Background: an optimization exercise with open tools, aiming at small area and a short achievable clock period. Do not read the settings as production practice.
Only simulation tests tie the RTL to the original design; equivalence was not proved.

==> job 644: inputs <==
==> flow/design.v (excerpt) <==
module synthesis_direct_FIR(out, inp, clk, rstn);
    localparam X_SIZE = 16;    
    localparam Y_SIZE = 26;    
    output [Y_SIZE-1:0] out;
    input [X_SIZE-1:0] inp;
    input clk, rstn;
    direct_FIR DIR_FIR(.out(out), .inp(inp), .clk(clk), .rstn(rstn));
endmodule
==> flow/config.mk <==
export PLATFORM = sky130hd
export DESIGN_NAME = synthesis_direct_FIR
export DESIGN_NICKNAME = synthesis_direct_FIR
export VERILOG_FILES = /design/flow/design.v
export SDC_FILE = /design/flow/constraint.sdc
export NUM_CORES = 4
export LEC_CHECK = 0
export CAP_MARGIN = 20
export CORE_MARGIN = 2
export CORE_UTILIZATION = 65
export CTS_BUF_LIST = sky130_fd_sc_hd__clkbuf_16
export CTS_CLUSTER_DIAMETER = 80
export CTS_CLUSTER_SIZE = 25
export SLEW_MARGIN = 20
export SYNTH_HIERARCHICAL = 1
export SYNTH_MINIMUM_KEEP_SIZE = 0
==> flow/constraint.sdc <==
create_clock -name core_clock -period 11.5 [get_ports {clk}]
set_input_delay 2.3000 -clock core_clock [delete_from_list [all_inputs] [get_ports {clk}]]
set_output_delay 2.3000 -clock core_clock [all_outputs]
set_load 0.01 [all_outputs]
standard.sh (not shown) runs the stock make flow with config.mk's settings and CLKGATE_MAP_FILE= SYNTH_SCRIPT=/design/flow/synth_recipe.tcl, a recipe that flattens the netlist after the stock synthesis.
==> flow/flow/run.sh <==
#!/bin/bash
# Own layout flow: the standard ORFS flow, with the port buffers built
# from regular buffers instead of delay buffers, and setup repair asked to
# leave a margin (SETUP_MARGIN ns) so that it also works on paths that
# already meet the design's clock period.
set -euo pipefail
cd "$(dirname "$0")/.."
export BUFFER_PORTS_ARGS="-buffer_cell sky130_fd_sc_hd__buf_2"
export SETUP_SLACK_MARGIN=${SETUP_MARGIN:-8.1}
bash standard.sh > standard_make.log 2>&1
==> job 1396: changes against job 644 <==
--- a/flow/flow/run.sh
+++ b/flow/flow/run.sh
@@ -7,4 +7,4 @@
 cd "$(dirname "$0")/.."
 export BUFFER_PORTS_ARGS="-buffer_cell sky130_fd_sc_hd__buf_2"
-export SETUP_SLACK_MARGIN=${SETUP_MARGIN:-8.1}
+export SETUP_SLACK_MARGIN=${SETUP_MARGIN:-8.25}
 bash standard.sh > standard_make.log 2>&1
==> comparison table <==
	job 644	job 1396
Result of the run	finished clean	finished clean
Final period demand of the worst path	3.36 ns	3.35 ns
Arrival time at the worst endpoint	3.73 ns	3.77 ns
WL met2	17.3 mm	17.4 mm
Routed vias	8012	8008
Number of buffers and inverters on the critical path	0	2
Global-route met2 utilization	0.534	0.537
Layout Skew	0.0192 ns	0.0156 ns
Maximum fanout along the worst path	3	4
Destination of the worst register-to-register timing path	DIR_FIR.q47	DIR_FIR.out[24]
R2R Setup Slk	8.14 ns	8.15 ns
Routed metal-1 wirelength	15.4 mm	15.4 mm
Slew @ Worst Pin	0.591 ns	0.436 ns
Area occupied by registers	4280 um2	4360 um2
Worst Slack Setup Final	8.14 ns	8.15 ns
Ratio of final minimum period to clock period	0.292	0.291
Post_cts resized	10	74
Clock transition at path regs	0.10 ns	0.09 ns
Non-clock buffer contribution to total cell area	0.0158	0.0186
Layout Cells excl Fill	1380	1385
WL final	38.4 mm	38.5 mm

* * *

==> run a: inputs <==
Another version of the RTL of synthesis_direct_FIR (not shown whole).
clock: 11.5 ns
lec_check: 0
cap_margin: 20
core_margin: 2
core_utilization: 65
cts_cluster_diameter: 70
cts_cluster_size: 40
slew_margin: 20
synth_hierarchical: 1
synth_minimum_keep_size: 0
==> flow/flow/run.sh <==
#!/bin/bash
# Own layout flow: the standard ORFS flow, with the port buffers built
# from regular buffers instead of delay buffers, and setup repair asked to
# leave a margin (SETUP_MARGIN ns) so that it also works on paths that
# already meet the design's clock period.
set -euo pipefail
cd "$(dirname "$0")/.."
export BUFFER_PORTS_ARGS="-buffer_cell sky130_fd_sc_hd__buf_4"
export SETUP_SLACK_MARGIN=${SETUP_MARGIN:-8.12}
bash standard.sh > standard_make.log 2>&1
==> run b (differences from run a) <==
CORE_UTILIZATION = 40   (was 65)
CTS_BUF_LIST = sky130_fd_sc_hd__clkbuf_8   (was default)
CTS_CLUSTER_DIAMETER = 50   (was 70)
CTS_CLUSTER_SIZE = 20   (was 40)
==> run c (differences from run a) <==
--- a/flow/flow/run.sh
+++ b/flow/flow/run.sh
@@ -8,3 +8,3 @@
 export BUFFER_PORTS_ARGS="-buffer_cell sky130_fd_sc_hd__buf_4"
-export SETUP_SLACK_MARGIN=${SETUP_MARGIN:-8.12}
+export SETUP_SLACK_MARGIN=${SETUP_MARGIN:-8.25}
 bash standard.sh > standard_make.log 2>&1
CTS_BUF_LIST = sky130_fd_sc_hd__clkbuf_16   (was default)
CTS_CLUSTER_DIAMETER = 100   (was 70)
==> comparison table <==
metric	run b	run a	run c
Outcome	finished clean	finished clean	finished clean
Clock Latency Late Sink	0.65 ns	0.51 ns	0.50 ns
Number of clock buffer instances in the layout	30	19	11
Worst-path fanout max	1	6	5
Vertical die dimension	205 µm	161 µm	161 µm
Critical R2R Capture	DIR_FIR.out[22]	DIR_FIR.q52	DIR_FIR.q26
Maximum cell stage delay along the critical path	0.33 ns	0.75 ns	0.69 ns
Critical path origin	DIR_FIR.out[4]	DIR_FIR.x4[9]	DIR_FIR.x5[11]
Worst hold slack across all endpoints	0.453 ns	0.455 ns	0.448 ns
Hold path cells	1	1	0
Total routing resource utilization after global routing	22.0%	33.4%	33.2%
Routed wire length	42200 µm	40400 µm	40100 µm
Slew at the pin with the worst max-slew slack	0.623 ns	0.648 ns	0.575 ns
Setup ws final	8.12 ns	8.16 ns	8.25 ns

what the ideal ports hide:
In the flow no input, the clock included, has a driving cell. The finished layouts below were timed again as built, in two steps. Step 1 assumes that a clkbuf_16 drives the clock port and a buf_2 every other input. Step 2 also shifts input and output timing later by t, the mid clock arrival at the registers, as if the neighbouring blocks saw the same clock. Slacks: ideal / step 1 / step 2; pairs: ideal / step 1.
run	t (ns)	slack for setup (ns)	worst slew at a driven data input, ns
job 644	0.542	8.144 / 8.144 / 8.144	0.03
job 1396	0.541	8.152 / 8.152 / 8.152	0.03
run a	0.552	8.161 / 8.161 / 8.161	0.03
run b	0.668	8.117 / 8.069 / 8.136	0.04
run c	0.534	8.253 / 8.219 / 8.253	0.03
After both steps every run listed still meets setup and hold.
